Source: an optimization exercise on an open RTL-to-GDS flow (aim: small area). Production flows keep margins and buffers that such runs may drop. The RTL was checked by simulation tests, not by an equivalence proof against the original design.

--- design/flow/constraint.sdc ---
create_clock -name core_clock -period 5.0 [get_ports {clk}]
set_input_delay 1.0000 -clock core_clock [delete_from_list [all_inputs] [get_ports {clk}]]
set_output_delay 1.0000 -clock core_clock [all_outputs]
set_load 0.01 [all_outputs]
--- design/flow/design.v ---
module shiftReg # ( 
  parameter DATA_WIDTH = 16,
  parameter MAX_FANOUT = 256
) (
  clk,
  rst,
  ena,
  in_data,
  out_data
);
  input   wire                       clk;
  input   wire                       rst;
  input   wire                       ena;
  input   wire   [DATA_WIDTH-1:0]    in_data;
  output         [DATA_WIDTH-1:0]    out_data;
  reg [DATA_WIDTH-1:0] out_data;
  always @(posedge clk) begin
    if(rst) begin
      out_data <= 0;
    end else if(ena) begin
      out_data <= in_data;
    end 
  end
endmodule
module nBit_mLength_shiftRegister #(
  parameter DATA_WIDTH = 16,
  parameter DELAY_LENGTH = 1,
  parameter MAX_FANOUT = 256
) (
  clk,
  rst,
  ena,
  data_in,
  data_out
);
  input   wire                        clk;
  input   wire                        rst;
  input   wire                        ena;
  input   wire    [DATA_WIDTH-1:0]    data_in;
  output  wire    [DATA_WIDTH-1:0]    data_out;
  wire [DATA_WIDTH-1:0] shift_mem [0:DELAY_LENGTH+1];
  generate
    if(DELAY_LENGTH <= 0) begin
      assign data_out = data_in;
    end else begin
      assign data_out     = shift_mem[DELAY_LENGTH];
      assign shift_mem[0] = data_in;
    end
  endgenerate
  genvar i;
  generate
    for (i=0; i<DELAY_LENGTH; i=i+1) begin
      shiftReg # ( DATA_WIDTH, MAX_FANOUT ) PIPELINE_REG (
        .clk        (clk),
        .rst        (rst),
        .ena        (ena),
        .in_data    (shift_mem[i]),
        .out_data   (shift_mem[i+1])
      );
    end
  endgenerate
endmodule	
module bdot256 #(
  parameter DATA_WIDTH = 1,
  parameter ACCU_WIDTH = 32,
  parameter VECTOR_LENGTH = 256,
  parameter MULT_LATENCY = 3,
  parameter INPUT_DELAY = 1,
  parameter TREE_DELAY = 1,
  parameter OUT_DELAY = 1,
  parameter ROW_NUM = 1
) (
  input  wire         clk,
  input  wire         rst,
  input  wire         ena,
  input  wire [31:0]  acc_reg,
  input  wire [255:0] a_in,
  input  wire [255:0] b_in,
  output wire [31:0]  result
);
  wire en = ena & ~rst;
  wire [255:0] x = a_in ~^ b_in;
  wire fs0 = x[0] ^ x[100] ^ x[101];
  wire fc0 = (x[0] & x[100]) | (x[0] & x[101]) | (x[100] & x[101]);
  wire fs1 = x[102] ^ x[103] ^ x[104];
  wire fc1 = (x[102] & x[103]) | (x[102] & x[104]) | (x[103] & x[104]);
  wire fs2 = x[105] ^ x[106] ^ x[107];
  wire fc2 = (x[105] & x[106]) | (x[105] & x[107]) | (x[106] & x[107]);
  wire fs3 = x[108] ^ x[109] ^ x[10];
  wire fc3 = (x[108] & x[109]) | (x[108] & x[10]) | (x[109] & x[10]);
  wire fs4 = x[110] ^ x[111] ^ x[112];
  wire fc4 = (x[110] & x[111]) | (x[110] & x[112]) | (x[111] & x[112]);
  wire fs5 = x[113] ^ x[114] ^ x[115];
  wire fc5 = (x[113] & x[114]) | (x[113] & x[115]) | (x[114] & x[115]);
  wire fs6 = x[116] ^ x[117] ^ x[118];
  wire fc6 = (x[116] & x[117]) | (x[116] & x[118]) | (x[117] & x[118]);
  wire fs7 = x[119] ^ x[11] ^ x[120];
  wire fc7 = (x[119] & x[11]) | (x[119] & x[120]) | (x[11] & x[120]);
  wire fs8 = x[121] ^ x[122] ^ x[123];
  wire fc8 = (x[121] & x[122]) | (x[121] & x[123]) | (x[122] & x[123]);
  wire fs9 = x[124] ^ x[125] ^ x[126];
  wire fc9 = (x[124] & x[125]) | (x[124] & x[126]) | (x[125] & x[126]);
  wire fs10 = x[127] ^ x[128] ^ x[129];
  wire fc10 = (x[127] & x[128]) | (x[127] & x[129]) | (x[128] & x[129]);
  wire fs11 = x[12] ^ x[130] ^ x[131];
  wire fc11 = (x[12] & x[130]) | (x[12] & x[131]) | (x[130] & x[131]);
  wire fs12 = x[132] ^ x[133] ^ x[134];
  wire fc12 = (x[132] & x[133]) | (x[132] & x[134]) | (x[133] & x[134]);
  wire fs13 = x[135] ^ x[136] ^ x[137];
  wire fc13 = (x[135] & x[136]) | (x[135] & x[137]) | (x[136] & x[137]);
  wire fs14 = x[138] ^ x[139] ^ x[13];
  wire fc14 = (x[138] & x[139]) | (x[138] & x[13]) | (x[139] & x[13]);
  wire fs15 = x[140] ^ x[141] ^ x[142];
  wire fc15 = (x[140] & x[141]) | (x[140] & x[142]) | (x[141] & x[142]);
  wire fs16 = x[143] ^ x[144] ^ x[145];
  wire fc16 = (x[143] & x[144]) | (x[143] & x[145]) | (x[144] & x[145]);
  wire fs17 = x[146] ^ x[147] ^ x[148];
  wire fc17 = (x[146] & x[147]) | (x[146] & x[148]) | (x[147] & x[148]);
  wire fs18 = x[149] ^ x[14] ^ x[150];
  wire fc18 = (x[149] & x[14]) | (x[149] & x[150]) | (x[14] & x[150]);
  wire fs19 = x[151] ^ x[152] ^ x[153];
  wire fc19 = (x[151] & x[152]) | (x[151] & x[153]) | (x[152] & x[153]);
  wire fs20 = x[154] ^ x[155] ^ x[156];
  wire fc20 = (x[154] & x[155]) | (x[154] & x[156]) | (x[155] & x[156]);
  wire fs21 = x[157] ^ x[158] ^ x[159];
  wire fc21 = (x[157] & x[158]) | (x[157] & x[159]) | (x[158] & x[159]);
  wire fs22 = x[15] ^ x[160] ^ x[161];
  wire fc22 = (x[15] & x[160]) | (x[15] & x[161]) | (x[160] & x[161]);
  wire fs23 = x[162] ^ x[163] ^ x[164];
  wire fc23 = (x[162] & x[163]) | (x[162] & x[164]) | (x[163] & x[164]);
  wire fs24 = x[165] ^ x[166] ^ x[167];
  wire fc24 = (x[165] & x[166]) | (x[165] & x[167]) | (x[166] & x[167]);
  wire fs25 = x[168] ^ x[169] ^ x[16];
  wire fc25 = (x[168] & x[169]) | (x[168] & x[16]) | (x[169] & x[16]);
  wire fs26 = x[170] ^ x[171] ^ x[172];
  wire fc26 = (x[170] & x[171]) | (x[170] & x[172]) | (x[171] & x[172]);
  wire fs27 = x[173] ^ x[174] ^ x[175];
  wire fc27 = (x[173] & x[174]) | (x[173] & x[175]) | (x[174] & x[175]);
  wire fs28 = x[176] ^ x[177] ^ x[178];
  wire fc28 = (x[176] & x[177]) | (x[176] & x[178]) | (x[177] & x[178]);
  wire fs29 = x[179] ^ x[17] ^ x[180];
  wire fc29 = (x[179] & x[17]) | (x[179] & x[180]) | (x[17] & x[180]);
  wire fs30 = x[181] ^ x[182] ^ x[183];
  wire fc30 = (x[181] & x[182]) | (x[181] & x[183]) | (x[182] & x[183]);
  wire fs31 = x[184] ^ x[185] ^ x[186];
  wire fc31 = (x[184] & x[185]) | (x[184] & x[186]) | (x[185] & x[186]);
  wire fs32 = x[187] ^ x[188] ^ x[189];
  wire fc32 = (x[187] & x[188]) | (x[187] & x[189]) | (x[188] & x[189]);
  wire fs33 = x[18] ^ x[190] ^ x[191];
  wire fc33 = (x[18] & x[190]) | (x[18] & x[191]) | (x[190] & x[191]);
  wire fs34 = x[192] ^ x[193] ^ x[194];
  wire fc34 = (x[192] & x[193]) | (x[192] & x[194]) | (x[193] & x[194]);
  wire fs35 = x[195] ^ x[196] ^ x[197];
  wire fc35 = (x[195] & x[196]) | (x[195] & x[197]) | (x[196] & x[197]);
  wire fs36 = x[198] ^ x[199] ^ x[19];
  wire fc36 = (x[198] & x[199]) | (x[198] & x[19]) | (x[199] & x[19]);
  wire fs37 = x[1] ^ x[200] ^ x[201];
  wire fc37 = (x[1] & x[200]) | (x[1] & x[201]) | (x[200] & x[201]);
  wire fs38 = x[202] ^ x[203] ^ x[204];
  wire fc38 = (x[202] & x[203]) | (x[202] & x[204]) | (x[203] & x[204]);
  wire fs39 = x[205] ^ x[206] ^ x[207];
  wire fc39 = (x[205] & x[206]) | (x[205] & x[207]) | (x[206] & x[207]);
  wire fs40 = x[208] ^ x[209] ^ x[20];
  wire fc40 = (x[208] & x[209]) | (x[208] & x[20]) | (x[209] & x[20]);
  wire fs41 = x[210] ^ x[211] ^ x[212];
  wire fc41 = (x[210] & x[211]) | (x[210] & x[212]) | (x[211] & x[212]);
  wire fs42 = x[213] ^ x[214] ^ x[215];
  wire fc42 = (x[213] & x[214]) | (x[213] & x[215]) | (x[214] & x[215]);
  wire fs43 = x[216] ^ x[217] ^ x[218];
  wire fc43 = (x[216] & x[217]) | (x[216] & x[218]) | (x[217] & x[218]);
  wire fs44 = x[219] ^ x[21] ^ x[220];
  wire fc44 = (x[219] & x[21]) | (x[219] & x[220]) | (x[21] & x[220]);
  wire fs45 = x[221] ^ x[222] ^ x[223];
  wire fc45 = (x[221] & x[222]) | (x[221] & x[223]) | (x[222] & x[223]);
  wire fs46 = x[224] ^ x[225] ^ x[226];
  wire fc46 = (x[224] & x[225]) | (x[224] & x[226]) | (x[225] & x[226]);
  wire fs47 = x[227] ^ x[228] ^ x[229];
  wire fc47 = (x[227] & x[228]) | (x[227] & x[229]) | (x[228] & x[229]);
  wire fs48 = x[22] ^ x[230] ^ x[231];
  wire fc48 = (x[22] & x[230]) | (x[22] & x[231]) | (x[230] & x[231]);
  wire fs49 = x[232] ^ x[233] ^ x[234];
  wire fc49 = (x[232] & x[233]) | (x[232] & x[234]) | (x[233] & x[234]);
  wire fs50 = x[235] ^ x[236] ^ x[237];
  wire fc50 = (x[235] & x[236]) | (x[235] & x[237]) | (x[236] & x[237]);
  wire fs51 = x[238] ^ x[239] ^ x[23];
  wire fc51 = (x[238] & x[239]) | (x[238] & x[23]) | (x[239] & x[23]);
  wire fs52 = x[240] ^ x[241] ^ x[242];
  wire fc52 = (x[240] & x[241]) | (x[240] & x[242]) | (x[241] & x[242]);
  wire fs53 = x[243] ^ x[244] ^ x[245];
  wire fc53 = (x[243] & x[244]) | (x[243] & x[245]) | (x[244] & x[245]);
  wire fs54 = x[246] ^ x[247] ^ x[248];
  wire fc54 = (x[246] & x[247]) | (x[246] & x[248]) | (x[247] & x[248]);
  wire fs55 = x[249] ^ x[24] ^ x[250];
  wire fc55 = (x[249] & x[24]) | (x[249] & x[250]) | (x[24] & x[250]);
  wire fs56 = x[251] ^ x[252] ^ x[253];
  wire fc56 = (x[251] & x[252]) | (x[251] & x[253]) | (x[252] & x[253]);
  wire fs57 = x[254] ^ x[255] ^ x[25];
  wire fc57 = (x[254] & x[255]) | (x[254] & x[25]) | (x[255] & x[25]);
  wire fs58 = x[26] ^ x[27] ^ x[28];
  wire fc58 = (x[26] & x[27]) | (x[26] & x[28]) | (x[27] & x[28]);
  wire fs59 = x[29] ^ x[2] ^ x[30];
  wire fc59 = (x[29] & x[2]) | (x[29] & x[30]) | (x[2] & x[30]);
  wire fs60 = x[31] ^ x[32] ^ x[33];
  wire fc60 = (x[31] & x[32]) | (x[31] & x[33]) | (x[32] & x[33]);
  wire fs61 = x[34] ^ x[35] ^ x[36];
  wire fc61 = (x[34] & x[35]) | (x[34] & x[36]) | (x[35] & x[36]);
  wire fs62 = x[37] ^ x[38] ^ x[39];
  wire fc62 = (x[37] & x[38]) | (x[37] & x[39]) | (x[38] & x[39]);
  wire fs63 = x[3] ^ x[40] ^ x[41];
  wire fc63 = (x[3] & x[40]) | (x[3] & x[41]) | (x[40] & x[41]);
  wire fs64 = x[42] ^ x[43] ^ x[44];
  wire fc64 = (x[42] & x[43]) | (x[42] & x[44]) | (x[43] & x[44]);
  wire fs65 = x[45] ^ x[46] ^ x[47];
  wire fc65 = (x[45] & x[46]) | (x[45] & x[47]) | (x[46] & x[47]);
  wire fs66 = x[48] ^ x[49] ^ x[4];
  wire fc66 = (x[48] & x[49]) | (x[48] & x[4]) | (x[49] & x[4]);
  wire fs67 = x[50] ^ x[51] ^ x[52];
  wire fc67 = (x[50] & x[51]) | (x[50] & x[52]) | (x[51] & x[52]);
  wire fs68 = x[53] ^ x[54] ^ x[55];
  wire fc68 = (x[53] & x[54]) | (x[53] & x[55]) | (x[54] & x[55]);
  wire fs69 = x[56] ^ x[57] ^ x[58];
  wire fc69 = (x[56] & x[57]) | (x[56] & x[58]) | (x[57] & x[58]);
  wire fs70 = x[59] ^ x[5] ^ x[60];
  wire fc70 = (x[59] & x[5]) | (x[59] & x[60]) | (x[5] & x[60]);
  wire fs71 = x[61] ^ x[62] ^ x[63];
  wire fc71 = (x[61] & x[62]) | (x[61] & x[63]) | (x[62] & x[63]);
  wire fs72 = x[64] ^ x[65] ^ x[66];
  wire fc72 = (x[64] & x[65]) | (x[64] & x[66]) | (x[65] & x[66]);
  wire fs73 = x[67] ^ x[68] ^ x[69];
  wire fc73 = (x[67] & x[68]) | (x[67] & x[69]) | (x[68] & x[69]);
  wire fs74 = x[6] ^ x[70] ^ x[71];
  wire fc74 = (x[6] & x[70]) | (x[6] & x[71]) | (x[70] & x[71]);
  wire fs75 = x[72] ^ x[73] ^ x[74];
  wire fc75 = (x[72] & x[73]) | (x[72] & x[74]) | (x[73] & x[74]);
  wire fs76 = x[75] ^ x[76] ^ x[77];
  wire fc76 = (x[75] & x[76]) | (x[75] & x[77]) | (x[76] & x[77]);
  wire fs77 = x[78] ^ x[79] ^ x[7];
  wire fc77 = (x[78] & x[79]) | (x[78] & x[7]) | (x[79] & x[7]);
  wire fs78 = x[80] ^ x[81] ^ x[82];
  wire fc78 = (x[80] & x[81]) | (x[80] & x[82]) | (x[81] & x[82]);
  wire fs79 = x[83] ^ x[84] ^ x[85];
  wire fc79 = (x[83] & x[84]) | (x[83] & x[85]) | (x[84] & x[85]);
  wire fs80 = x[86] ^ x[87] ^ x[88];
  wire fc80 = (x[86] & x[87]) | (x[86] & x[88]) | (x[87] & x[88]);
  wire fs81 = x[89] ^ x[8] ^ x[90];
  wire fc81 = (x[89] & x[8]) | (x[89] & x[90]) | (x[8] & x[90]);
  wire fs82 = x[91] ^ x[92] ^ x[93];
  wire fc82 = (x[91] & x[92]) | (x[91] & x[93]) | (x[92] & x[93]);
  wire fs83 = x[94] ^ x[95] ^ x[96];
  wire fc83 = (x[94] & x[95]) | (x[94] & x[96]) | (x[95] & x[96]);
  wire fs84 = x[97] ^ x[98] ^ x[99];
  wire fc84 = (x[97] & x[98]) | (x[97] & x[99]) | (x[98] & x[99]);
  wire fs85 = x[9] ^ fs0 ^ fs1;
  wire fc85 = (x[9] & fs0) | (x[9] & fs1) | (fs0 & fs1);
  wire fs86 = fs10 ^ fs11 ^ fs12;
  wire fc86 = (fs10 & fs11) | (fs10 & fs12) | (fs11 & fs12);
  wire fs87 = fs13 ^ fs14 ^ fs15;
  wire fc87 = (fs13 & fs14) | (fs13 & fs15) | (fs14 & fs15);
  wire fs88 = fs16 ^ fs17 ^ fs18;
  wire fc88 = (fs16 & fs17) | (fs16 & fs18) | (fs17 & fs18);
  wire fs89 = fs19 ^ fs2 ^ fs20;
  wire fc89 = (fs19 & fs2) | (fs19 & fs20) | (fs2 & fs20);
  wire fs90 = fs21 ^ fs22 ^ fs23;
  wire fc90 = (fs21 & fs22) | (fs21 & fs23) | (fs22 & fs23);
  wire fs91 = fs24 ^ fs25 ^ fs26;
  wire fc91 = (fs24 & fs25) | (fs24 & fs26) | (fs25 & fs26);
  wire fs92 = fs27 ^ fs28 ^ fs29;
  wire fc92 = (fs27 & fs28) | (fs27 & fs29) | (fs28 & fs29);
  wire fs93 = fs3 ^ fs30 ^ fs31;
  wire fc93 = (fs3 & fs30) | (fs3 & fs31) | (fs30 & fs31);
  wire fs94 = fs32 ^ fs33 ^ fs34;
  wire fc94 = (fs32 & fs33) | (fs32 & fs34) | (fs33 & fs34);
  wire fs95 = fs35 ^ fs36 ^ fs37;
  wire fc95 = (fs35 & fs36) | (fs35 & fs37) | (fs36 & fs37);
  wire fs96 = fs38 ^ fs39 ^ fs4;
  wire fc96 = (fs38 & fs39) | (fs38 & fs4) | (fs39 & fs4);
  wire fs97 = fs40 ^ fs41 ^ fs42;
  wire fc97 = (fs40 & fs41) | (fs40 & fs42) | (fs41 & fs42);
  wire fs98 = fs43 ^ fs44 ^ fs45;
  wire fc98 = (fs43 & fs44) | (fs43 & fs45) | (fs44 & fs45);
  wire fs99 = fs46 ^ fs47 ^ fs48;
  wire fc99 = (fs46 & fs47) | (fs46 & fs48) | (fs47 & fs48);
  wire fs100 = fs49 ^ fs5 ^ fs50;
  wire fc100 = (fs49 & fs5) | (fs49 & fs50) | (fs5 & fs50);
  wire fs101 = fs51 ^ fs52 ^ fs53;
  wire fc101 = (fs51 & fs52) | (fs51 & fs53) | (fs52 & fs53);
  wire fs102 = fs54 ^ fs55 ^ fs56;
  wire fc102 = (fs54 & fs55) | (fs54 & fs56) | (fs55 & fs56);
  wire fs103 = fs57 ^ fs58 ^ fs59;
  wire fc103 = (fs57 & fs58) | (fs57 & fs59) | (fs58 & fs59);
  wire fs104 = fs6 ^ fs60 ^ fs61;
  wire fc104 = (fs6 & fs60) | (fs6 & fs61) | (fs60 & fs61);
  wire fs105 = fs62 ^ fs63 ^ fs64;
  wire fc105 = (fs62 & fs63) | (fs62 & fs64) | (fs63 & fs64);
  wire fs106 = fs65 ^ fs66 ^ fs67;
  wire fc106 = (fs65 & fs66) | (fs65 & fs67) | (fs66 & fs67);
  wire fs107 = fs68 ^ fs69 ^ fs7;
  wire fc107 = (fs68 & fs69) | (fs68 & fs7) | (fs69 & fs7);
  wire fs108 = fs70 ^ fs71 ^ fs72;
  wire fc108 = (fs70 & fs71) | (fs70 & fs72) | (fs71 & fs72);
  wire fs109 = fs73 ^ fs74 ^ fs75;
  wire fc109 = (fs73 & fs74) | (fs73 & fs75) | (fs74 & fs75);
  wire fs110 = fs76 ^ fs77 ^ fs78;
  wire fc110 = (fs76 & fs77) | (fs76 & fs78) | (fs77 & fs78);
  wire fs111 = fs79 ^ fs8 ^ fs80;
  wire fc111 = (fs79 & fs8) | (fs79 & fs80) | (fs8 & fs80);
  wire fs112 = fs81 ^ fs82 ^ fs83;
  wire fc112 = (fs81 & fs82) | (fs81 & fs83) | (fs82 & fs83);
  wire fs113 = fs84 ^ fs9 ^ fs100;
  wire fc113 = (fs84 & fs9) | (fs84 & fs100) | (fs9 & fs100);
  wire fs114 = fs101 ^ fs102 ^ fs103;
  wire fc114 = (fs101 & fs102) | (fs101 & fs103) | (fs102 & fs103);
  wire fs115 = fs104 ^ fs105 ^ fs106;
  wire fc115 = (fs104 & fs105) | (fs104 & fs106) | (fs105 & fs106);
  wire fs116 = fs107 ^ fs108 ^ fs109;
  wire fc116 = (fs107 & fs108) | (fs107 & fs109) | (fs108 & fs109);
  wire fs117 = fs110 ^ fs111 ^ fs112;
  wire fc117 = (fs110 & fs111) | (fs110 & fs112) | (fs111 & fs112);
  wire fs118 = fs85 ^ fs86 ^ fs87;
  wire fc118 = (fs85 & fs86) | (fs85 & fs87) | (fs86 & fs87);
  wire fs119 = fs88 ^ fs89 ^ fs90;
  wire fc119 = (fs88 & fs89) | (fs88 & fs90) | (fs89 & fs90);
  wire fs120 = fs91 ^ fs92 ^ fs93;
  wire fc120 = (fs91 & fs92) | (fs91 & fs93) | (fs92 & fs93);
  wire fs121 = fs94 ^ fs95 ^ fs96;
  wire fc121 = (fs94 & fs95) | (fs94 & fs96) | (fs95 & fs96);
  wire fs122 = fs97 ^ fs98 ^ fs99;
  wire fc122 = (fs97 & fs98) | (fs97 & fs99) | (fs98 & fs99);
  wire fs123 = fs113 ^ fs114 ^ fs115;
  wire fc123 = (fs113 & fs114) | (fs113 & fs115) | (fs114 & fs115);
  wire fs124 = fs116 ^ fs117 ^ fs118;
  wire fc124 = (fs116 & fs117) | (fs116 & fs118) | (fs117 & fs118);
  wire fs125 = fs119 ^ fs120 ^ fs121;
  wire fc125 = (fs119 & fs120) | (fs119 & fs121) | (fs120 & fs121);
  wire fs126 = fs122 ^ fs123 ^ fs124;
  wire fc126 = (fs122 & fs123) | (fs122 & fs124) | (fs123 & fs124);
  wire fs127 = fc0 ^ fc1 ^ fc10;
  wire fc127 = (fc0 & fc1) | (fc0 & fc10) | (fc1 & fc10);
  wire fs128 = fc11 ^ fc12 ^ fc13;
  wire fc128 = (fc11 & fc12) | (fc11 & fc13) | (fc12 & fc13);
  wire fs129 = fc14 ^ fc15 ^ fc16;
  wire fc129 = (fc14 & fc15) | (fc14 & fc16) | (fc15 & fc16);
  wire fs130 = fc17 ^ fc18 ^ fc19;
  wire fc130 = (fc17 & fc18) | (fc17 & fc19) | (fc18 & fc19);
  wire fs131 = fc2 ^ fc20 ^ fc21;
  wire fc131 = (fc2 & fc20) | (fc2 & fc21) | (fc20 & fc21);
  wire fs132 = fc22 ^ fc23 ^ fc24;
  wire fc132 = (fc22 & fc23) | (fc22 & fc24) | (fc23 & fc24);
  wire fs133 = fc25 ^ fc26 ^ fc27;
  wire fc133 = (fc25 & fc26) | (fc25 & fc27) | (fc26 & fc27);
  wire fs134 = fc28 ^ fc29 ^ fc3;
  wire fc134 = (fc28 & fc29) | (fc28 & fc3) | (fc29 & fc3);
  wire fs135 = fc30 ^ fc31 ^ fc32;
  wire fc135 = (fc30 & fc31) | (fc30 & fc32) | (fc31 & fc32);
  wire fs136 = fc33 ^ fc34 ^ fc35;
  wire fc136 = (fc33 & fc34) | (fc33 & fc35) | (fc34 & fc35);
  wire fs137 = fc36 ^ fc37 ^ fc38;
  wire fc137 = (fc36 & fc37) | (fc36 & fc38) | (fc37 & fc38);
  wire fs138 = fc39 ^ fc4 ^ fc40;
  wire fc138 = (fc39 & fc4) | (fc39 & fc40) | (fc4 & fc40);
  wire fs139 = fc41 ^ fc42 ^ fc43;
  wire fc139 = (fc41 & fc42) | (fc41 & fc43) | (fc42 & fc43);
  wire fs140 = fc44 ^ fc45 ^ fc46;
  wire fc140 = (fc44 & fc45) | (fc44 & fc46) | (fc45 & fc46);
  wire fs141 = fc47 ^ fc48 ^ fc49;
  wire fc141 = (fc47 & fc48) | (fc47 & fc49) | (fc48 & fc49);
  wire fs142 = fc5 ^ fc50 ^ fc51;
  wire fc142 = (fc5 & fc50) | (fc5 & fc51) | (fc50 & fc51);
  wire fs143 = fc52 ^ fc53 ^ fc54;
  wire fc143 = (fc52 & fc53) | (fc52 & fc54) | (fc53 & fc54);
  wire fs144 = fc55 ^ fc56 ^ fc57;
  wire fc144 = (fc55 & fc56) | (fc55 & fc57) | (fc56 & fc57);
  wire fs145 = fc58 ^ fc59 ^ fc6;
  wire fc145 = (fc58 & fc59) | (fc58 & fc6) | (fc59 & fc6);
  wire fs146 = fc60 ^ fc61 ^ fc62;
  wire fc146 = (fc60 & fc61) | (fc60 & fc62) | (fc61 & fc62);
  wire fs147 = fc63 ^ fc64 ^ fc65;
  wire fc147 = (fc63 & fc64) | (fc63 & fc65) | (fc64 & fc65);
  wire fs148 = fc66 ^ fc67 ^ fc68;
  wire fc148 = (fc66 & fc67) | (fc66 & fc68) | (fc67 & fc68);
  wire fs149 = fc69 ^ fc7 ^ fc70;
  wire fc149 = (fc69 & fc7) | (fc69 & fc70) | (fc7 & fc70);
  wire fs150 = fc71 ^ fc72 ^ fc73;
  wire fc150 = (fc71 & fc72) | (fc71 & fc73) | (fc72 & fc73);
  wire fs151 = fc74 ^ fc75 ^ fc76;
  wire fc151 = (fc74 & fc75) | (fc74 & fc76) | (fc75 & fc76);
  wire fs152 = fc77 ^ fc78 ^ fc79;
  wire fc152 = (fc77 & fc78) | (fc77 & fc79) | (fc78 & fc79);
  wire fs153 = fc8 ^ fc80 ^ fc81;
  wire fc153 = (fc8 & fc80) | (fc8 & fc81) | (fc80 & fc81);
  wire fs154 = fc82 ^ fc83 ^ fc84;
  wire fc154 = (fc82 & fc83) | (fc82 & fc84) | (fc83 & fc84);
  wire fs155 = fc9 ^ fc100 ^ fc101;
  wire fc155 = (fc9 & fc100) | (fc9 & fc101) | (fc100 & fc101);
  wire fs156 = fc102 ^ fc103 ^ fc104;
  wire fc156 = (fc102 & fc103) | (fc102 & fc104) | (fc103 & fc104);
  wire fs157 = fc105 ^ fc106 ^ fc107;
  wire fc157 = (fc105 & fc106) | (fc105 & fc107) | (fc106 & fc107);
  wire fs158 = fc108 ^ fc109 ^ fc110;
  wire fc158 = (fc108 & fc109) | (fc108 & fc110) | (fc109 & fc110);
  wire fs159 = fc111 ^ fc112 ^ fc85;
  wire fc159 = (fc111 & fc112) | (fc111 & fc85) | (fc112 & fc85);
  wire fs160 = fc86 ^ fc87 ^ fc88;
  wire fc160 = (fc86 & fc87) | (fc86 & fc88) | (fc87 & fc88);
  wire fs161 = fc89 ^ fc90 ^ fc91;
  wire fc161 = (fc89 & fc90) | (fc89 & fc91) | (fc90 & fc91);
  wire fs162 = fc92 ^ fc93 ^ fc94;
  wire fc162 = (fc92 & fc93) | (fc92 & fc94) | (fc93 & fc94);
  wire fs163 = fc95 ^ fc96 ^ fc97;
  wire fc163 = (fc95 & fc96) | (fc95 & fc97) | (fc96 & fc97);
  wire fs164 = fc98 ^ fc99 ^ fs127;
  wire fc164 = (fc98 & fc99) | (fc98 & fs127) | (fc99 & fs127);
  wire fs165 = fs128 ^ fs129 ^ fs130;
  wire fc165 = (fs128 & fs129) | (fs128 & fs130) | (fs129 & fs130);
  wire fs166 = fs131 ^ fs132 ^ fs133;
  wire fc166 = (fs131 & fs132) | (fs131 & fs133) | (fs132 & fs133);
  wire fs167 = fs134 ^ fs135 ^ fs136;
  wire fc167 = (fs134 & fs135) | (fs134 & fs136) | (fs135 & fs136);
  wire fs168 = fs137 ^ fs138 ^ fs139;
  wire fc168 = (fs137 & fs138) | (fs137 & fs139) | (fs138 & fs139);
  wire fs169 = fs140 ^ fs141 ^ fs142;
  wire fc169 = (fs140 & fs141) | (fs140 & fs142) | (fs141 & fs142);
  wire fs170 = fs143 ^ fs144 ^ fs145;
  wire fc170 = (fs143 & fs144) | (fs143 & fs145) | (fs144 & fs145);
  wire fs171 = fs146 ^ fs147 ^ fs148;
  wire fc171 = (fs146 & fs147) | (fs146 & fs148) | (fs147 & fs148);
  wire fs172 = fs149 ^ fs150 ^ fs151;
  wire fc172 = (fs149 & fs150) | (fs149 & fs151) | (fs150 & fs151);
  wire fs173 = fs152 ^ fs153 ^ fs154;
  wire fc173 = (fs152 & fs153) | (fs152 & fs154) | (fs153 & fs154);
  wire fs174 = fc113 ^ fc114 ^ fc115;
  wire fc174 = (fc113 & fc114) | (fc113 & fc115) | (fc114 & fc115);
  wire fs175 = fc116 ^ fc117 ^ fc118;
  wire fc175 = (fc116 & fc117) | (fc116 & fc118) | (fc117 & fc118);
  wire fs176 = fc119 ^ fc120 ^ fc121;
  wire fc176 = (fc119 & fc120) | (fc119 & fc121) | (fc120 & fc121);
  wire fs177 = fc122 ^ fs155 ^ fs156;
  wire fc177 = (fc122 & fs155) | (fc122 & fs156) | (fs155 & fs156);
  wire fs178 = fs157 ^ fs158 ^ fs159;
  wire fc178 = (fs157 & fs158) | (fs157 & fs159) | (fs158 & fs159);
  wire fs179 = fs160 ^ fs161 ^ fs162;
  wire fc179 = (fs160 & fs161) | (fs160 & fs162) | (fs161 & fs162);
  wire fs180 = fs163 ^ fs164 ^ fs165;
  wire fc180 = (fs163 & fs164) | (fs163 & fs165) | (fs164 & fs165);
  wire fs181 = fs166 ^ fs167 ^ fs168;
  wire fc181 = (fs166 & fs167) | (fs166 & fs168) | (fs167 & fs168);
  wire fs182 = fs169 ^ fs170 ^ fs171;
  wire fc182 = (fs169 & fs170) | (fs169 & fs171) | (fs170 & fs171);
  wire fs183 = fs172 ^ fs173 ^ fc123;
  wire fc183 = (fs172 & fs173) | (fs172 & fc123) | (fs173 & fc123);
  wire fs184 = fc124 ^ fc125 ^ fs174;
  wire fc184 = (fc124 & fc125) | (fc124 & fs174) | (fc125 & fs174);
  wire fs185 = fs175 ^ fs176 ^ fs177;
  wire fc185 = (fs175 & fs176) | (fs175 & fs177) | (fs176 & fs177);
  wire fs186 = fs178 ^ fs179 ^ fs180;
  wire fc186 = (fs178 & fs179) | (fs178 & fs180) | (fs179 & fs180);
  wire fs187 = fs181 ^ fs182 ^ fc126;
  wire fc187 = (fs181 & fs182) | (fs181 & fc126) | (fs182 & fc126);
  wire fs188 = fs183 ^ fs184 ^ fs185;
  wire fc188 = (fs183 & fs184) | (fs183 & fs185) | (fs184 & fs185);
  wire fs189 = fs186 ^ fs187 ^ fs188;
  wire fc189 = (fs186 & fs187) | (fs186 & fs188) | (fs187 & fs188);
  wire fs190 = fc127 ^ fc128 ^ fc129;
  wire fc190 = (fc127 & fc128) | (fc127 & fc129) | (fc128 & fc129);
  wire fs191 = fc130 ^ fc131 ^ fc132;
  wire fc191 = (fc130 & fc131) | (fc130 & fc132) | (fc131 & fc132);
  wire fs192 = fc133 ^ fc134 ^ fc135;
  wire fc192 = (fc133 & fc134) | (fc133 & fc135) | (fc134 & fc135);
  wire fs193 = fc136 ^ fc137 ^ fc138;
  wire fc193 = (fc136 & fc137) | (fc136 & fc138) | (fc137 & fc138);
  wire fs194 = fc139 ^ fc140 ^ fc141;
  wire fc194 = (fc139 & fc140) | (fc139 & fc141) | (fc140 & fc141);
  wire fs195 = fc142 ^ fc143 ^ fc144;
  wire fc195 = (fc142 & fc143) | (fc142 & fc144) | (fc143 & fc144);
  wire fs196 = fc145 ^ fc146 ^ fc147;
  wire fc196 = (fc145 & fc146) | (fc145 & fc147) | (fc146 & fc147);
  wire fs197 = fc148 ^ fc149 ^ fc150;
  wire fc197 = (fc148 & fc149) | (fc148 & fc150) | (fc149 & fc150);
  wire fs198 = fc151 ^ fc152 ^ fc153;
  wire fc198 = (fc151 & fc152) | (fc151 & fc153) | (fc152 & fc153);
  wire fs199 = fc154 ^ fc155 ^ fc156;
  wire fc199 = (fc154 & fc155) | (fc154 & fc156) | (fc155 & fc156);
  wire fs200 = fc157 ^ fc158 ^ fc159;
  wire fc200 = (fc157 & fc158) | (fc157 & fc159) | (fc158 & fc159);
  wire fs201 = fc160 ^ fc161 ^ fc162;
  wire fc201 = (fc160 & fc161) | (fc160 & fc162) | (fc161 & fc162);
  wire fs202 = fc163 ^ fc164 ^ fc165;
  wire fc202 = (fc163 & fc164) | (fc163 & fc165) | (fc164 & fc165);
  wire fs203 = fc166 ^ fc167 ^ fc168;
  wire fc203 = (fc166 & fc167) | (fc166 & fc168) | (fc167 & fc168);
  wire fs204 = fc169 ^ fc170 ^ fc171;
  wire fc204 = (fc169 & fc170) | (fc169 & fc171) | (fc170 & fc171);
  wire fs205 = fc172 ^ fc173 ^ fs190;
  wire fc205 = (fc172 & fc173) | (fc172 & fs190) | (fc173 & fs190);
  wire fs206 = fs191 ^ fs192 ^ fs193;
  wire fc206 = (fs191 & fs192) | (fs191 & fs193) | (fs192 & fs193);
  wire fs207 = fs194 ^ fs195 ^ fs196;
  wire fc207 = (fs194 & fs195) | (fs194 & fs196) | (fs195 & fs196);
  wire fs208 = fs197 ^ fs198 ^ fc174;
  wire fc208 = (fs197 & fs198) | (fs197 & fc174) | (fs198 & fc174);
  wire fs209 = fc175 ^ fc176 ^ fc177;
  wire fc209 = (fc175 & fc176) | (fc175 & fc177) | (fc176 & fc177);
  wire fs210 = fc178 ^ fc179 ^ fc180;
  wire fc210 = (fc178 & fc179) | (fc178 & fc180) | (fc179 & fc180);
  wire fs211 = fc181 ^ fc182 ^ fs199;
  wire fc211 = (fc181 & fc182) | (fc181 & fs199) | (fc182 & fs199);
  wire fs212 = fs200 ^ fs201 ^ fs202;
  wire fc212 = (fs200 & fs201) | (fs200 & fs202) | (fs201 & fs202);
  wire fs213 = fs203 ^ fs204 ^ fs205;
  wire fc213 = (fs203 & fs204) | (fs203 & fs205) | (fs204 & fs205);
  wire fs214 = fs206 ^ fs207 ^ fc183;
  wire fc214 = (fs206 & fs207) | (fs206 & fc183) | (fs207 & fc183);
  wire fs215 = fc184 ^ fc185 ^ fc186;
  wire fc215 = (fc184 & fc185) | (fc184 & fc186) | (fc185 & fc186);
  wire fs216 = fs208 ^ fs209 ^ fs210;
  wire fc216 = (fs208 & fs209) | (fs208 & fs210) | (fs209 & fs210);
  wire fs217 = fs211 ^ fs212 ^ fs213;
  wire fc217 = (fs211 & fs212) | (fs211 & fs213) | (fs212 & fs213);
  wire fs218 = fs214 ^ fs215 ^ fs216;
  wire fc218 = (fs214 & fs215) | (fs214 & fs216) | (fs215 & fs216);
  wire fs219 = fs217 ^ fc187 ^ fc188;
  wire fc219 = (fs217 & fc187) | (fs217 & fc188) | (fc187 & fc188);
  wire fs220 = fc190 ^ fc191 ^ fc192;
  wire fc220 = (fc190 & fc191) | (fc190 & fc192) | (fc191 & fc192);
  wire fs221 = fc193 ^ fc194 ^ fc195;
  wire fc221 = (fc193 & fc194) | (fc193 & fc195) | (fc194 & fc195);
  wire fs222 = fc196 ^ fc197 ^ fc198;
  wire fc222 = (fc196 & fc197) | (fc196 & fc198) | (fc197 & fc198);
  wire fs223 = fc199 ^ fc200 ^ fc201;
  wire fc223 = (fc199 & fc200) | (fc199 & fc201) | (fc200 & fc201);
  wire fs224 = fc202 ^ fc203 ^ fc204;
  wire fc224 = (fc202 & fc203) | (fc202 & fc204) | (fc203 & fc204);
  wire fs225 = fc205 ^ fc206 ^ fc207;
  wire fc225 = (fc205 & fc206) | (fc205 & fc207) | (fc206 & fc207);
  wire fs226 = fs220 ^ fs221 ^ fs222;
  wire fc226 = (fs220 & fs221) | (fs220 & fs222) | (fs221 & fs222);
  wire fs227 = fc208 ^ fc209 ^ fc210;
  wire fc227 = (fc208 & fc209) | (fc208 & fc210) | (fc209 & fc210);
  wire fs228 = fc211 ^ fc212 ^ fc213;
  wire fc228 = (fc211 & fc212) | (fc211 & fc213) | (fc212 & fc213);
  wire fs229 = fs223 ^ fs224 ^ fs225;
  wire fc229 = (fs223 & fs224) | (fs223 & fs225) | (fs224 & fs225);
  wire fs230 = fs226 ^ fc214 ^ fc215;
  wire fc230 = (fs226 & fc214) | (fs226 & fc215) | (fc214 & fc215);
  wire fs231 = fc216 ^ fc217 ^ fs227;
  wire fc231 = (fc216 & fc217) | (fc216 & fs227) | (fc217 & fs227);
  wire fs232 = fc220 ^ fc221 ^ fc222;
  wire fc232 = (fc220 & fc221) | (fc220 & fc222) | (fc221 & fc222);
  wire fs233 = fc223 ^ fc224 ^ fc225;
  wire fc233 = (fc223 & fc224) | (fc223 & fc225) | (fc224 & fc225);
  wire fs234 = fc226 ^ fs232 ^ fc227;
  wire fc234 = (fc226 & fs232) | (fc226 & fc227) | (fs232 & fc227);
  wire fs235 = fc228 ^ fc229 ^ fs233;
  wire fc235 = (fc228 & fc229) | (fc228 & fs233) | (fc229 & fs233);
  reg [19:0] pa;
  always @(posedge clk) if (en) pa <= {fc235, fc234, fc233, fc232, fs235, fs234, fc231, fc230, fs231, fs230, fc219, fc218, fs229, fs228, fs219, fc189, fs218, fs189, fs126, fs125};
  wire fs236 = pa[10] ^ pa[11];
  wire fc236 = pa[10] & pa[11];
  wire fs237 = pa[6] ^ pa[7] ^ pa[8];
  wire fc237 = (pa[6] & pa[7]) | (pa[6] & pa[8]) | (pa[7] & pa[8]);
  wire fs238 = pa[12] ^ pa[13] ^ pa[14];
  wire fc238 = (pa[12] & pa[13]) | (pa[12] & pa[14]) | (pa[13] & pa[14]);
  wire fs239 = pa[15] ^ fc236;
  wire fc239 = pa[15] & fc236;
  wire fs240 = pa[16] ^ pa[17] ^ pa[18];
  wire fc240 = (pa[16] & pa[17]) | (pa[16] & pa[18]) | (pa[17] & pa[18]);
  wire fs241 = pa[19] ^ acc_reg[6];
  wire fc241 = pa[19] & acc_reg[6];
  wire fs242 = pa[3] ^ pa[4];
  wire fc242 = pa[3] & pa[4];
  wire fs243 = pa[9] ^ fs236 ^ fs237;
  wire fc243 = (pa[9] & fs236) | (pa[9] & fs237) | (fs236 & fs237);
  wire fs244 = fc237 ^ fs238 ^ fs239;
  wire fc244 = (fc237 & fs238) | (fc237 & fs239) | (fs238 & fs239);
  wire fs245 = fc238 ^ fc239 ^ fs240;
  wire fc245 = (fc238 & fc239) | (fc238 & fs240) | (fc239 & fs240);
  wire fs246 = fc240 ^ acc_reg[7];
  wire fc246 = fc240 & acc_reg[7];
  wire fs247 = pa[0] ^ pa[1];
  wire fc247 = pa[0] & pa[1];
  wire fs248 = pa[2] ^ acc_reg[2];
  wire fc248 = pa[2] & acc_reg[2];
  wire fs249 = pa[5] ^ fs242 ^ acc_reg[3];
  wire fc249 = (pa[5] & fs242) | (pa[5] & acc_reg[3]) | (fs242 & acc_reg[3]);
  wire fs250 = fc242 ^ acc_reg[4] ^ fs243;
  wire fc250 = (fc242 & acc_reg[4]) | (fc242 & fs243) | (acc_reg[4] & fs243);
  wire fs251 = acc_reg[5] ^ fc243 ^ fs244;
  wire fc251 = (acc_reg[5] & fc243) | (acc_reg[5] & fs244) | (fc243 & fs244);
  wire fs252 = fc244 ^ fs245 ^ fs241;
  wire fc252 = (fc244 & fs245) | (fc244 & fs241) | (fs245 & fs241);
  wire fs253 = fc245 ^ fc241 ^ fs246;
  wire fc253 = (fc245 & fc241) | (fc245 & fs246) | (fc241 & fs246);
  wire fs254 = ~(acc_reg[8] ^ fc246);
  wire fc254 = acc_reg[8] | fc246;
  wire fs255 = acc_reg[9] ^ 1'b1;
  wire fc255 = acc_reg[9] & 1'b1;
  wire fs256 = acc_reg[10] ^ 1'b1;
  wire fc256 = acc_reg[10] & 1'b1;
  wire [11:0] sx = {1'b0, fc256, fc255, fs255, fc253, fc252, fc251, fc250, fc249, fc248, fc247, fs247};
  wire [11:0] sy = {1'b0, 1'b0, fs256, fc254, fs254, fs253, fs252, fs251, fs250, fs249, fs248, acc_reg[1]};
  wire [11:0] s = sx + sy;               
  wire [20:0] hi = acc_reg[31:11];
  wire inc = s[11];
  wire dec = ~s[11] & ~s[10];
  wire [20:0] hi_ones, hi_zeros;
  genvar j;
  generate for (j = 0; j <= 20; j = j + 1) begin : g_hi
    if (j == 0) begin : g0
      assign hi_ones[j] = 1'b1;
      assign hi_zeros[j] = 1'b1;
    end else begin : gj
      assign hi_ones[j] = &hi[j-1:0];
      assign hi_zeros[j] = ~|hi[j-1:0];
    end
  end endgenerate
  wire [20:0] hi_new = hi ^ (({21{inc}} & hi_ones) | ({21{dec}} & hi_zeros));
  wire [31:0] r1 = {hi_new, s[9:0], acc_reg[0]};
  reg [31:0] d1, d2, d3, d4, d5, d6, d7, d8;
  always @(posedge clk) if (en) begin
    d1 <= r1; d2 <= d1; d3 <= d2; d4 <= d3;
    d5 <= d4; d6 <= d5; d7 <= d6; d8 <= d7;
  end
  assign result = d8;
endmodule
--- design/flow/flow/abc_speed_relaxed.script ---
&get -n
&st
&dch
&nf -R 100
&st
&syn2
&if -g -K 6
&synch2
&nf -R 100
&st
&syn2
&if -g -K 6
&synch2
&nf -R 100
&st
&syn2
&if -g -K 6
&synch2
&nf -R 100
&st
&syn2
&if -g -K 6
&synch2
&nf -R 100
&st
&syn2
&if -g -K 6
&synch2
&nf -R 100
&put
dnsize -c
--- design/flow/standard.sh ---
#!/bin/bash
# synth_recipe.tcl (not shown) runs the flow's synth.tcl, then flattens the netlist and writes it again
# the make line also repeats each setting of config.mk as NAME=value (left out here)
make -C /OpenROAD-flow-scripts/flow DESIGN_CONFIG=/design/flow/config.mk WORK_HOME=/design/flow/orfs CLKGATE_MAP_FILE= SYNTH_SCRIPT=/design/flow/synth_recipe.tcl "${@:-finish}"
--- design/flow/flow/synth.tcl ---
# The standard flow's synth_recipe.tcl, with ORFS's ABC mapping script swapped for
# flow/abc_speed_relaxed.script (ORFS's abc_speed.script with "&nf -R 100" and without its final
# buffer and upsize steps: the mapper may trade up to 100% of the best delay for area).
proc synth {args} { yosys synth -nofsm -noshare {*}$args }
proc abc {args} {
  set i [lsearch -exact $args -script]
  if {$i >= 0} { lset args [expr {$i + 1}] $::env(FLOW_ABC_SCRIPT) }
  yosys abc {*}$args
}
source $::env(SCRIPTS_DIR)/synth.tcl
# left out here: clear keep_hierarchy, flatten, clean up, hide names made inside functions, write 1_2_yosys.v
--- design/flow/config.mk ---
export PLATFORM = sky130hd
export DESIGN_NAME = bdot256
export DESIGN_NICKNAME = bdot256
export VERILOG_FILES = /design/flow/design.v
export SDC_FILE = /design/flow/constraint.sdc
export NUM_CORES = 4
export LEC_CHECK = 0
export CAP_MARGIN = 20
export CORE_MARGIN = 2
export CORE_UTILIZATION = 55
export GPL_TIMING_DRIVEN = 0
export PLACE_DENSITY = 0.7
export SLEW_MARGIN = 20
--- design/flow/flow/run.sh ---
#!/bin/bash
# Standard ORFS layout (the standard.sh) with these changes:
#  - Yosys's generic synth pass runs with -noabc, so its internal ABC pre-mapping does not
#    scramble the polarity of the full-adder logic before extract_fa (fewer inverters);
#  - the port buffers that buffer_ports inserts on every input and output are buf_1;
#  - clock tree: clkbuf_16 buffers, sink clusters of up to 30 flip-flops, no dummy loads;
#  - the largest buffers and inverters are added to the platform's don't-use list, so the
#    enable net's buffer tree is built from smaller buffers;
#  - synthesis runs flow/synth.tcl: synth_recipe.tcl with a delay-relaxed ABC mapping script.
set -euo pipefail
DU="sky130_fd_sc_hd__probe_p_8 sky130_fd_sc_hd__probec_p_8 sky130_fd_sc_hd__lpflow_bleeder_1 sky130_fd_sc_hd__lpflow_clkbufkapwr_1 sky130_fd_sc_hd__lpflow_clkbufkapwr_16 sky130_fd_sc_hd__lpflow_clkbufkapwr_2 sky130_fd_sc_hd__lpflow_clkbufkapwr_4 sky130_fd_sc_hd__lpflow_clkbufkapwr_8 sky130_fd_sc_hd__lpflow_clkinvkapwr_1 sky130_fd_sc_hd__lpflow_clkinvkapwr_16 sky130_fd_sc_hd__lpflow_clkinvkapwr_2 sky130_fd_sc_hd__lpflow_clkinvkapwr_4 sky130_fd_sc_hd__lpflow_clkinvkapwr_8 sky130_fd_sc_hd__lpflow_decapkapwr_12 sky130_fd_sc_hd__lpflow_decapkapwr_3 sky130_fd_sc_hd__lpflow_decapkapwr_4 sky130_fd_sc_hd__lpflow_decapkapwr_6 sky130_fd_sc_hd__lpflow_decapkapwr_8 sky130_fd_sc_hd__lpflow_inputiso0n_1 sky130_fd_sc_hd__lpflow_inputiso0p_1 sky130_fd_sc_hd__lpflow_inputiso1n_1 sky130_fd_sc_hd__lpflow_inputiso1p_1 sky130_fd_sc_hd__lpflow_inputisolatch_1 sky130_fd_sc_hd__lpflow_isobufsrc_1 sky130_fd_sc_hd__lpflow_isobufsrc_16 sky130_fd_sc_hd__lpflow_isobufsrc_2 sky130_fd_sc_hd__lpflow_isobufsrc_4 sky130_fd_sc_hd__lpflow_isobufsrc_8 sky130_fd_sc_hd__lpflow_isobufsrckapwr_16 sky130_fd_sc_hd__lpflow_lsbuf_lh_hl_isowell_tap_1 sky130_fd_sc_hd__lpflow_lsbuf_lh_hl_isowell_tap_2 sky130_fd_sc_hd__lpflow_lsbuf_lh_hl_isowell_tap_4 sky130_fd_sc_hd__lpflow_lsbuf_lh_isowell_4 sky130_fd_sc_hd__lpflow_lsbuf_lh_isowell_tap_1 sky130_fd_sc_hd__lpflow_lsbuf_lh_isowell_tap_2 sky130_fd_sc_hd__lpflow_lsbuf_lh_isowell_tap_4"
DU="$DU sky130_fd_sc_hd__buf_6 sky130_fd_sc_hd__buf_8 sky130_fd_sc_hd__buf_12 sky130_fd_sc_hd__buf_16 sky130_fd_sc_hd__bufbuf_8 sky130_fd_sc_hd__bufbuf_16 sky130_fd_sc_hd__bufinv_8 sky130_fd_sc_hd__bufinv_16 sky130_fd_sc_hd__inv_12 sky130_fd_sc_hd__inv_16"
export FLOW_ABC_SCRIPT="$PWD/flow/abc_speed_relaxed.script"
bash standard.sh "SYNTH_ARGS=-noabc" "SYNTH_SCRIPT=$PWD/flow/synth.tcl" \
  "BUFFER_PORTS_ARGS=-buffer_cell sky130_fd_sc_hd__buf_1" \
  "CTS_ARGS=-sink_clustering_enable -repair_clock_nets -dont_use_dummy_load -buf_list sky130_fd_sc_hd__clkbuf_16 -sink_clustering_size 30 -sink_clustering_max_diameter 100" \
  "DONT_USE_CELLS=$DU" \
  finish > standard.log 2>&1
==> flow_summary.yaml <==
run_status:
  status: "no timing/DRC/antenna violations"
sta:
  rsz0062_at_grt: "no"
  fin_crit_ns: 4.938
  clock_skew_ns: 0.06358
  hold-worst-slack_ns: 0.3652
  finalCritPeriodShare_pct: 98.77
  tightest_slew_ns: 0.6824
  fmax_mhz: 202.5
  setup-violations-final: 0
  hold_violations: 0
  relSlewSlack_pct: 54.18
  drv_slew: 0
  tns_ns: 0
detailed_routing:
  vias: 10190
  ant_nets: 0
  routed_wl_mm: 50.37
  wire_per_inst_um: 25.89
  drt_iter0_drc: 853
  drt_pre_antenna_iters: 5
  via_per_inst: 5.238
  remaining_drc_errors: 0
synth:
  yosysSeqAreaShare_pct: 50.08
  synth.top_cells.by_count: "edfxtp_1, xnor2_1, fa_1, ha_1, nand2_1"
  ys_ff_latch: 276
  yosysMostFrequentCell: "edfxtp_1"
  syn_area_per_cell_um2: 17.70
  synth_top_area_share_pct: 50.08
  ys_types: 29
  syn_nets: 1749
  synth_top_cell_by_area: "edfxtp_1"
  synth_warnings: 1
  async_flop_share_pct: 0
  netlist_area_um2: 16550
  synthTopCellsByArea: "edfxtp_1, fa_1, xnor2_1"
  synth_ff_type: "edfxtp_1"
  synth_cells: 935
  synth-edff-count: 276
global_routing:
  grt-ovfl-total: 0
  grt_max_degree: 32
  grt_usage_pct: 32.48
  grt_first_pass_wirelength_mm: 69.30
  grt_pass1_vias: 10610
  antenna_found_initial: 35
floorplan:
  die_h_um: 177.5
  die_w_um: 177.5
  dieArea_um2: 31500
  rows: 63
  start_util_pct: 55.84
  core_area_um2: 29640
  boundaryPins: 579
clocking:
  numClockSinks: 276
  post-cts-setup-buffer-count: 0
  tritoncts: "yes"
  clock_latency_ns: 0.48
  cts-root-buf: "clkbuf_16"
  cts.path.max_buffers: 3
  cts_hold_buf: 0
  numCtsBuffers: 13
  path_clk_slew_ns: 0.10
  htree_levels: 1
placed_design:
  placed_cell_area_um2: 19290
  io_buffers: 578
  dp.cells: 1913
  hpwl_mm: 45.48
  gp_congestion: 1.047
layout:
  multi_input_area_um2: 8244
  final_area_um2: 19670
  instances_no_fill: 1945
  seq_area_um2: 8288
  nets: 2352
  drive_gt1_share_pct: 1.628
  area_growth_pct: 18.85
  fill_cells: 2301
critical_path:
  r2r_start: "pa[12]"
  cp_max_fo: 1
  critical_path_class: "in2reg"
  critPathLaunch: "a_in[49]"
  crit_arrival_ns: 5.16
  end_kind: "register"
  worstSetupStartpointType: "input pin"
  required_ns: 5.23
power_and_ir_drop:
  p_leak_uw: 0.006290
  powerDensity_nw_per_um2: 802.2
  p_total_uw: 15780
  vdd_drop_max_uv: 1349
job:
  max-cap-violations: 0
hold_path:
  hp-start: "d1[23]"
  min-delay-path-class: "reg2reg"
==> state kept, by name, indices dropped and copies added (netlist names) <==
signal	cells
d1	32
d8	32
d5	32
d6	32
d7	32
pa	20
d3	32
d2	32
d4	32
==> final cells by class <==
class,instances,share of cell area (%)
sequential,276,42.13
timing repair buffer,588,11.41
tap,390,2.481
multi-input combinational,650,41.91
inverter,9,0.1717
clock buffer,13,1.654
antenna,19,0.2417
==> cells by family (layout without fill, tap and decap cells) <==
| kind of cell | after synthesis | after routing | synth area share [%] |
|---|---|---|---|
| flops | 276 | 276 | 50.08 |
| simple gates | 61 | 61 | 1.792 |
| buf+inv | 9 | 610 | 0.2041 |
| other cells | 0 | 19 | 0 |
| fa+ha+maj | 267 | 267 | 31.43 |
| compound gates | 34 | 34 | 1.240 |
| mux | 2 | 2 | 0.1210 |
| xor+xnor | 286 | 286 | 15.13 |
==> per-stage QoR <==
step	utilization (%)	setup WS (ns)
after floorplan	-	-0.5610
after global placement	64.83	-1.878
after detailed placement	65.09	-0.4449
after CTS	66.19	0.06192
after global routing	66.33	0.03875
final	66.37	0.06156
==> worst max-delay path, stage by stage <==
cell and delay [ns]:
buf_1 0.09, xnor2_1 0.49, fa_1 0.58, fa_1 0.55
fa_1 0.46, fa_1 0.43, fa_1 0.57, fa_1 0.58
fa_1 0.41
==> report_power, final <==
part	internal (uW)	total, uW	switching [uW]
Sequential	3860	3930	74.5
Combinational	5010	10800	5750
Clock	470	1090	621
==> path summary, 6_finish.rpt <==
| path | to | slack, ns | depth (start not counted) |
|---|---|---|---|
| max | pa[2] | 0.06 | 9 |
| min | d2[23] | 0.37 | 0 |
| max reg2reg | d1[31] | 0.27 | 15 |
| min reg2reg | d2[23] | 0.37 | 0 |
==> placed cells by master, fill, tap and decap left out, types with 2 or more instances in the layout <==
master     instances
a21o_1             3
buf_1            578
xnor2_1          271
a31oi_1            3
o21a_1             2
nor4_1             2
fa_1             248
clkbuf_16         13
nor2_1            14
nor2b_1            3
clkinv_1           9
nor3b_1            2
buf_4             10
nand2b_1           4
o21ai_0           10
nand3_1            4
nor3_1             9
nand2_1           15
xor2_1            14
ha_1              19
mux2i_1            2
nand4_1            5
a211oi_1           2
a21oi_1            9
diode_2           19
edfxtp_1         276
==> routing by layer <==
| layer | global-route usage, % | wire length (um) | vias to the layer above |
|---|---|---|---|
| li1 | - | - | 4413 |
| met1 | 45.03 | 19720 | 5158 |
| met2 | 50.21 | 24370 | 517 |
| met3 | 8.805 | 4739 | 82 |
| met4 | 11.34 | 1409 | 18 |
| met5 | 0 | 123 | - |
==> repair_timing <==
action | CTS | global route
hold endpoints to repair | 0 | 0
setup endpoints to repair | 0 | 2
resized for setup | 0 | 1

[what the ideal ports hide]
No port has a modelled driver above. Below, the same layout with a new extraction and two added sets of constraints.
Step 1: set_driving_cell puts a clkbuf_16 on clk and a buf_2 on each other input, an assumption about the parent block.
Step 2 also shifts input and output timing later by t, the mid clock arrival at the registers, as if the neighbouring blocks saw the same clock.
Slacks: ideal / step 1 / step 2; pairs: ideal / step 1.
t, ns: 0.498
slack for setup (ns): 0.062 / 0.092 / -0.406
worst setup path after step 2: input to register
clock arrival spread, ns: 0.063 / 0.063
worst data-port slew with drivers (ns): 0.21
With both steps, setup timing fails in this run, where it was met with ideal ports. For this run, drivers alone change the setup slack by +0.030 ns; drivers and shift together by -0.468 ns.
